What follows belongs to an exercise in optimizing a design on an open flow for small area; a production flow would make more cautious choices. In this exercise RTL edits were held to simulation tests only and were not proved equivalent to the original. Power figures rest on the tool's default switching activity, not on a simulated workload.

==> run.sh <==
#!/bin/bash
# synth_recipe.tcl (not shown) runs the flow's synth.tcl, then flattens the netlist and writes it again
# the make line also repeats each setting of config.mk as NAME=value (left out here)
make -C /OpenROAD-flow-scripts/flow DESIGN_CONFIG=/design/flow/config.mk WORK_HOME=/design/flow/orfs CLKGATE_MAP_FILE= SYNTH_SCRIPT=/design/flow/synth_recipe.tcl finish
==> config.mk <==
export PLATFORM = sky130hd
export DESIGN_NAME = SYS_TOP
export DESIGN_NICKNAME = SYS_TOP
export VERILOG_FILES = /design/flow/design.v
export SDC_FILE = /design/flow/constraint.sdc
export NUM_CORES = 4
export LEC_CHECK = 0
export ABC_AREA = 1
export CAP_MARGIN = 20
export CORE_MARGIN = 2
export CORE_UTILIZATION = 40
export CTS_BUF_LIST = sky130_fd_sc_hd__clkbuf_8
export SLEW_MARGIN = 20
==> constraint.sdc <==
create_clock -name core_clock -period 40.0 [get_ports {CLK}]
set_input_delay 8.0000 -clock core_clock [delete_from_list [all_inputs] [get_ports {CLK}]]
set_output_delay 8.0000 -clock core_clock [all_outputs]
set_load 0.01 [all_outputs]
==> design.v <==
module SYS_TOP (
 input  wire RST_N,
 input  wire CLK,
 input  wire UART_RX_IN,
 output wire UART_TX_O,
 output wire parity_error,
 output wire framing_error
);
reg        r2_p32, r2_p16, r2_typ, r2_en;      
reg  [4:0] r3;                                
wire [7:0] REG2 = {r2_p32, r2_p16, ~(r2_p32 | r2_p16), 3'b000, r2_typ, r2_en};
wire [7:0] REG3 = {2'b00, ~|r3, r3};
reg [3:0] lo;
reg       h;
reg       rinit;
always @(posedge CLK or negedge RST_N) begin
	if (~RST_N) begin
		lo    <= 4'd0;
		h     <= 1'b0;
		rinit <= 1'b0;
	end
	else begin
		lo <= lo + 4'd1;
		if (lo == 4'd15) begin
			h <= ~h;
			if (h)
				rinit <= 1'b1;
		end
	end
end
reg       ract;
reg [1:0] rt;           
reg [3:0] rbit;
reg [7:0] rxr;
reg       rpar;
reg       perr, ferr;
wire rx       = UART_RX_IN;
reg  rjs;                
wire rsamp    = ract & ~rjs & ({h, lo[3]} == rt) & (lo[2:0] == rbit[2:0]);
wire r_start  = (rbit == 4'd7);
wire r_data   = rbit[3];
wire r_par    = (rbit == 4'd0);
wire r_stop   = (rbit == 4'd1);
wire r_past   = (rbit == 4'd2);
wire r_perr   = rx ^ rpar;
wire r_good   = ~(r2_en & perr);      
wire rx_valid = rsamp & r_stop & rx & r_good;
wire r_idle   = (r_start & rx) | (r_stop & rx) | r_past;
wire [7:0] rsr  = {rxr[6:0], rxr[7]};
wire [7:0] rsr2 = {rxr[5:0], rxr[7:6]};
always @(posedge CLK) begin
	if (~ract)
		rt <= {h, lo[3]} + 2'd2;
	if (~ract)
		rbit <= 4'd7;
	else if (rsamp)
		rbit <= (rbit == 4'd15) ? {3'b000, ~r2_en} : rbit + 4'd1;
	rxr <= {(rsamp & r_data) ? rx : rxr[0], rxr[7:1]};
	rjs <= rsamp;
	if (rsamp & r_start)
		rpar <= r2_typ;
	else if (rsamp & r_data)
		rpar <= rpar ^ rx;
end
always @(posedge CLK or negedge RST_N) begin
	if (~RST_N) begin
		ract <= 1'b0;
		perr <= 1'b0;
		ferr <= 1'b0;
	end
	else begin
		if (~ract)
			ract <= ~rx;
		else if (rsamp & r_idle)
			ract <= 1'b0;
		if (rsamp & r_par)
			perr <= r_perr;
		if (rsamp & r_stop & r_good)
			ferr <= ~rx;
	end
end
assign parity_error  = perr;
assign framing_error = ferr;
localparam [2:0] C_IDLE = 3'd0, C_WADDR = 3'd1, C_RADDR = 3'd2, C_STUCK = 3'd3,
                 C_OPA  = 3'd4, C_OPB   = 3'd5, C_WDATA = 3'd6, C_FUNC  = 3'd7;
reg [2:0] cst;
reg [1:0] eph;
wire op_a = (cst == C_FUNC);
wire op_w = cst[2] & ~op_a;
wire e_wait = eph[0];
wire e_act  = eph[1];
reg [3:0] pa;           
wire [3:0] fn = pa;
wire lowreg     = (pa[3:2] == 2'b00);
wire wend       = (lo[2:0] == 3'd7) & (lo[3] != pa[0]);
wire wstart     = wend & (lowreg | ((h ^ lo[3]) == pa[1]));
wire rd_end     = wend;
wire wr_bit = e_act & op_w;      
reg  [15:0] r01;
reg  [31:0] ring1, ring2, ring3;       
wire wr01 = wr_bit & lowreg;
wire wr1  = wr_bit & (pa[3:2] == 2'd1);
wire wr2  = wr_bit & (pa[3:2] == 2'd2);
wire wr3  = wr_bit & (pa[3:2] == 2'd3);
always @(posedge CLK) begin
	r01   <= {wr01 ? rxr[0] : (rinit & r01[0]), r01[15:1]};
	ring1 <= {ring1[30:0], wr1 ? rxr[0] : (rinit & ring1[31])};
	ring2 <= {ring2[30:0], wr2 ? rxr[0] : (rinit & ring2[31])};
	ring3 <= {ring3[30:0], wr3 ? rxr[0] : (rinit & ring3[31])};
end
reg  [15:0] S;
reg         c, d, e;
reg  [3:0]  tbit;       
wire [3:0]  p = tbit;
wire is_mul  = (fn == 4'd2);
wire is_div  = (fn == 4'd3);
wire is_cmp  = (fn == 4'd10) | (fn == 4'd11) | (fn == 4'd12);
wire step    = (is_mul & p[3]) | (is_div & (p[3] | (p[2:0] == 3'd7)));
wire cmp_out = is_cmp & (p == 4'd15);
wire a_last  = (p == 4'd15);
wire lowk = ~lo[3];
wire xg   = r01[0] & lowk;      
wire yg   = r01[8] & lowk;      
wire a1   = r01[1];             
wire a9   = r01[9];             
wire b1   = r01[1];             
reg  ax, ay;
always @(*) begin
	if (step & is_mul) begin
		ax = S[1];
		ay = a9 & d;
	end
	else if (step) begin
		ax = S[0];
		ay = (b1 & (lo != 4'd15)) ^ e;
	end
	else begin
		ax = xg;
		ay = ((fn == 4'd14) ? xg : yg) ^ ((fn == 4'd1) | is_cmp);
	end
end
wire sum  = ax ^ ay ^ c;
wire cout = (ax & ay) | (ax & c) | (ay & c);
reg alu_sin;
reg [3:0] lut;          
always @(*) begin
	case (fn)
		4'd2   : lut = 4'b1010;
		4'd3   : lut = 4'b1100;
		4'd4   : lut = 4'b1000;
		4'd5   : lut = 4'b1110;
		4'd6   : lut = 4'b0111;
		4'd7   : lut = 4'b0001;
		4'd8   : lut = 4'b0110;
		default: lut = 4'b1001;
	endcase
end
always @(*) begin
	if (step & is_mul)
		alu_sin = (lo == 4'd15) ? c : (lo >= 4'd7) ? sum : S[1];
	else if (step)
		alu_sin = (lo == 4'd0) ? e : (a_last & lo[3]) ? 1'b0 : d;
	else if (cmp_out)
		alu_sin = (lo == 4'd0) ? (((fn == 4'd10) & e) | ((fn == 4'd12) & ~c)) :
		          (lo == 4'd1) ? (((fn == 4'd11) & c & ~e) | ((fn == 4'd12) & ~c)) : 1'b0;
	else if (fn == 4'd13)
		alu_sin = a1 & (lo < 4'd7);
	else if ((fn[3:1] == 3'b000) | (fn[3:1] == 3'b101) | (fn[3:1] == 3'b110) | (fn == 4'd14))
		alu_sin = sum;
	else
		alu_sin = lut[{xg, yg}];
end
wire [7:0] lreg = pa[0] ? REG3 : REG2;
wire rd_sin = ~lowreg ? (pa[3] ? (pa[2] ? ring3[31] : ring2[31]) : ring1[31]) :
              pa[1]   ? lreg[lo[2:0]] : r01[0];
reg       tact;
reg [4:0] ttm;
reg       tmore, tpar;
wire tend    = (ttm == r3);
wire t_start = (tbit == 4'd7);
wire t_data  = tbit[3];
wire t_par   = r2_en & (tbit == 4'd0);
wire t_stop  = r2_en ? (tbit == 4'd1) : (tbit == 4'd0);
wire rd_done  = e_act & ~op_w & ~op_a & rd_end;
wire alu_done = e_act & op_a & (lo == 4'd15) & a_last;
wire tx_go    = rd_done | alu_done;
wire sh  = (e_act & ~op_w) | (tact & tend & t_data);
wire sin = op_a ? alu_sin : rd_sin;
always @(posedge CLK) begin
	if (sh)
		S <= {sin, S[15:1]};
	if (e_wait) begin
		c <= (fn == 4'd1) | is_cmp;
		e <= 1'b1;
	end
	else if (e_act) begin
		if (step & (lo < 4'd7))
			c <= is_div & e;
		else if (~step & ~is_cmp & (lo == 4'd15))
			c <= (fn == 4'd1);
		else if (~cmp_out)
			c <= cout;
		if (step & is_mul) begin
			if (lo == 4'd0)
				d <= S[0];
		end
		else
			d <= (lo >= 4'd7) ? sum : S[0];
		if (step & (lo == 4'd15))
			e <= ~sum;
		else if (is_cmp & ~cmp_out)
			e <= e & ~(xg ^ yg);
	end
	if (rx_valid & ~e_wait & ~e_act) begin
		if (cst == C_WADDR || cst == C_RADDR || cst == C_FUNC)
			pa <= rsr[3:0];
		else if (cst == C_OPA)
			pa <= 4'd0;
		else if (cst == C_OPB)
			pa <= 4'd1;
	end
	if (tx_go) begin
		tbit  <= 4'd7;
		ttm   <= 5'd1;
		tmore <= alu_done;
	end
	else if (tact) begin
		ttm <= tend ? 5'd1 : ttm + 5'd1;
		if (tend) begin
			if (t_stop) begin
				tbit  <= 4'd7;
				tmore <= 1'b0;
			end
			else
				tbit <= tbit + 4'd1;
			if (t_start)
				tpar <= r2_typ;
			else if (t_data)
				tpar <= tpar ^ S[0];
		end
	end
	else if (e_wait)
		tbit <= 4'd6;
	else if (e_act & (lo == 4'd15))
		tbit <= tbit + 4'd1;
end
always @(posedge CLK or negedge RST_N) begin
	if (~RST_N) begin
		cst    <= C_IDLE;
		eph    <= 2'd0;
		tact   <= 1'b0;
		r2_p32 <= 1'b1;
		r2_p16 <= 1'b0;
		r2_typ <= 1'b0;
		r2_en  <= 1'b1;
		r3     <= 5'd0;
	end
	else begin
		if (e_wait) begin
			if (op_w & (pa[3:1] == 3'b001)) begin
				if (pa[0])
					r3 <= rsr2[4:0];
				else begin
					r2_p32 <= rsr2[7];
					r2_p16 <= rsr2[6];
					r2_typ <= rsr2[1];
					r2_en  <= rsr2[0];
				end
			end
			if (op_w & (pa[3:1] == 3'b001)) begin
				eph <= 2'd0;
				cst <= C_IDLE;
			end
			else if (op_a ? (lo == 4'd15) : wstart)
				eph <= 2'd2;
		end
		if (e_act & (op_w ? (lo[2:0] == 3'd7) : op_a ? alu_done : rd_end)) begin
			eph <= 2'd0;
			cst <= (cst == C_OPA) ? C_OPB : (cst == C_OPB) ? C_FUNC : C_IDLE;
		end
		if (rx_valid & ~e_wait & ~e_act) begin
			case (cst)
				C_IDLE : if ((rsr[7:4] == rsr[3:0]) & rsr[3] & (rsr[2] ^ rsr[1]))
				         	cst <= {rsr[2], rsr[0], ~(rsr[2] ^ rsr[0])};
				C_WADDR: cst <= C_WDATA;
				C_STUCK: ;
				C_FUNC : if (rsr[3:0] == 4'hF) cst <= C_STUCK; else eph <= 2'd1;
				default: eph <= 2'd1;
			endcase
		end
		if (tx_go)
			tact <= 1'b1;
		else if (tact & tend & t_stop & ~tmore)
			tact <= 1'b0;
	end
end
assign UART_TX_O = ~tact | (~t_start & (t_data ? S[0] : (t_par ? tpar : 1'b1)));
endmodule
==> notes.md <==
## per-layer routing
metal	wire, um	track usage	vias to the layer above
met5	0	0	-
met4	183	0.04952	0
met3	487	0.04514	15
met2	5149	0.2135	76
met1	6237	0.2120	2024
li1	-	-	2156
## kinds of logic after synthesis
logic type | count (synthesis) | share of synthesized area
xor gates and xnor gates | 11 | 0.01486
and+or+nand+nor | 238 | 0.1743
adders and majority gates | 14 | 0.02818
AOI/OAI and AO/OA | 109 | 0.09823
DFF | 186 | 0.6349
buffers and inverters | 79 | 0.04959
## registers in the layout, summed over array words and instances, names as in the netlist, 5 cells and up
name and count:
S 16, ring1 32, r01 16, ring3 32
ring2 32, r3 5, rxr 8, ttm 5
## cells in the mapped netlist (2+ instances only)
master | number | area [sq um]
a21oi_1 | 30 | 150.1
inv_1 | 55 | 206.5
nand2_2 | 5 | 31.28
nand2_1 | 94 | 352.8
xor2_1 | 7 | 61.31
nor4_1 | 2 | 12.51
edfxtp_1 | 27 | 810.8
inv_4 | 2 | 12.51
o211ai_1 | 6 | 45.04
xnor2_1 | 4 | 35.03
o41ai_1 | 2 | 17.52
o31ai_1 | 3 | 22.52
o21ai_2 | 2 | 17.52
nand3_1 | 47 | 235.2
o21bai_1 | 2 | 15.01
nand2_4 | 3 | 33.78
inv_2 | 13 | 48.80
dfstp_2 | 2 | 52.55
o21ai_0 | 45 | 225.2
dfxtp_1 | 135 | 2703
clkinv_1 | 2 | 7.510
nor2_2 | 7 | 43.79
ha_1 | 13 | 162.7
nor3_2 | 2 | 20.02
o21ai_1 | 4 | 20.02
dfrtp_1 | 22 | 550.5
buf_2 | 3 | 15.01
nor2_1 | 53 | 198.9
buf_6 | 2 | 22.52
nor3_1 | 6 | 30.03
nor2_4 | 5 | 56.30
nand4_1 | 4 | 25.02
a21oi_2 | 3 | 26.28
nand3_2 | 2 | 20.02
a31oi_1 | 2 | 12.51
or2_2 | 4 | 25.02
o22ai_1 | 3 | 18.77
## power breakdown
part | leakage, nW | internal [W] | switching, W
Combinational | 1.20 | 0.000000169 | 0.000000632
Clock | 0.225 | 0.0000608 | 0.0000752
Sequential | 1.57 | 0.000189 | 0
Total | 2.99 | 0.000250 | 0.0000759
## layout make-up
cell class / count / area share
sequential: 186 / 0.5704
multi-input combinational: 372 / 0.2835
inverter: 72 / 0.03814
tap: 216 / 0.03745
clock buffer: 17 / 0.03242
clock inverter: 15 / 0.03086
timing repair buffer: 6 / 0.007282
## final timing paths
kind | startpoint | end | slack [ns]
max | r2_en | UART_TX_O | 29.85
min | r01[13] | r01[12] | 0.33
max reg2reg | lo[0] | S[15] | 36.98
min reg2reg | r01[13] | r01[12] | 0.33
max in group asynchronous | RST_N | r2_p32 | 32.11
min in group asynchronous | RST_N | perr | 7.51
## per-stage QoR
step                  util  instances  instance area (sq um)
CTS                 0.4543        884                   7217
finish              0.4543        884                   7217
global placement    0.4259        852                   6765
floorplan                -        637                   6484
detailed placement  0.4256        852                   6760
global route        0.4543        884                   7217
==> metrics.md <==
| Metric | Value |
|---|---|
| Run status | `timing/DRC/antenna clean` |
| Hold depth | `0` |
| Deepest clock path buffer count | `2` |
| EDFF count, synth | `27` |
| Core Region | `0.01589 sq mm` |
| CP required | `32.00 ns` |
| Post-synth ARST share | `0.1290` |
| Post-DRT Antenna Nets | `0` |
| Bufs and invs on worst path | `2` |
| Vias | `4271` |
| Delay-heaviest family, CP | `flip-flops` |
| CTS clk-pin slew, worst paths | `0.11 ns` |
| Synth Register Bits | `186` |
| Global-route usage over all layers | `0.1482` |
| Initial antenna violation count | `0` |
| CP max stage delay | `0.63 ns` |
| Ports | `6` |
| Yosys Warn Count | `1` |
| Initial core utilization | `0.4082` |
| Gr ovfl total | `0` |
| Power Total | `0.0003260 W` |
| Die area | `0.01724 sq mm` |
| Worst VDD drop | `0.02807 mV` |
| Setup ws final | `29.85 ns` |
| Worst-margin pin slew | `0.5725 ns` |
| Post-layout minimum cycle time | `10.15 ns` |
| Slew HR | `0.6175` |
| Clock Root Buffer | `clkbuf_8` |
| Postcts setup bufs | `0` |
| CP max FO | `5` |
| Die Span Y | `131.3 um` |
| Register area share after synthesis | `0.6349` |
| Mean post-synth cell area | `10.18 sq um` |
| First-pass GRT wire length | `20240 um` |
| Worst Setup End Kind | `output port` |
| Place WS | `30.35 ns` |
| CP arrival | `2.15 ns` |
| Fmax | `98.56 MHz` |
| GPL Wtd Cong | `0.8772` |
| Final Hold Viols | `0` |
| Hold_ws | `0.3284 ns` |
| Worst path cell trace | `inv_1 -> o41ai_1 -> o211ai_1 -> clkdlybuf4s50_1` |
| Max Cap Viol | `0` |
| Final Routed Wirelength | `12060 um` |
| Worst R2R Path Depth | `16` |
| Clk latency of the worst-skew pair | `0.47 ns` |
| CP Class | `reg2out` |
| Register area | `0.004116 sq mm` |
| CTS tree | `built` |
| Commonest non-fill, non-tap cell in the layout | `dfxtp_1` |
| Most frequent cells in the layout | `dfxtp_1, nand2_1, inv_1, nor2_1, nand3_1` |
| Slowest stage cell, crit path | `dfstp_2` |
| Area growth, synth to finish | `11.31%` |
| Fraction of layout cells with a size suffix above 1 | `0.1287` |
| Vias in the first global route | `4002` |
| Pwr/cell area | `45.17 mW/mm^2` |
| Leakage power | `2.992 nW` |
| DR WL/cell | `13.64 um` |
| Via density | `4.831` |
| Worst min-delay path class | `reg2reg` |
| # setup viols final | `0` |
| Port bufs | `5` |
| Syn nets | `654` |
| Clock sinks | `186` |
| Rows | `46` |
| Slew Limit Fails | `0` |
| Hold buffer count at CTS | `0` |
| ANT cells | `0` |
| Period Utilization, post-route | `0.2536` |
| Largest net degree at the start of global routing | `25` |
| Fill count | `1534` |
| Post-Synthesis Cells | `637` |
| Die width | `131.3 um` |
| Ys flop type | `dfxtp_1` |
| Number of detailed-route iterations in the first pass | `5` |
| Unrepaired setup endpoints after global routing | `false` |
| Final Net Count | `672` |
| CTS resizes | `0` |
| Fin Clk Skew | `0.01596 ns` |
| Unique masters post-synth | `51` |
| DP Wirelength | `8530 um` |
| Htree depth | `4` |
| Num CTS Buffers | `17` |
| Multi-input gate area | `0.002046 sq mm` |
| First DRT Iteration DRCs | `226` |
| Drc violations | `0` |
| Cell Area, Synth | `0.006484 sq mm` |
| Worst setup SP type | `flip-flop` |
| Setup_tns | `0 ns` |
| Stages on the worst setup path | `4` |

[port drivers added, routing unchanged]
How much do the figures lean on ideal ports? The routed layout below was timed once more, with nothing changed but the port constraints.
Step 1, drivers: a clkbuf_16 drives CLK and a buf_2 each remaining input, both assumed.
Step 2 adds t to the input delays and takes it off the output delays; t is the mean of the earliest and latest rising clock arrival at the registers after step 1. Input paths then give back, and output paths get back, about the clock's delay inside the block.
Three values: ideal, step 1, step 2; two values: the first two.
shift t [ns]: 0.495
setup slack, ns: 29.854 / 29.820 / 30.315
worst hold slack (ns): 0.328 / 0.328 / 0.328
worst setup path after step 2: register to output
slew at the worst register clock pin (ns): 0.11 / 0.11
After both steps this run still meets setup and hold. For this run, drivers alone change the setup slack by -0.034 ns; drivers and shift together by +0.461 ns.
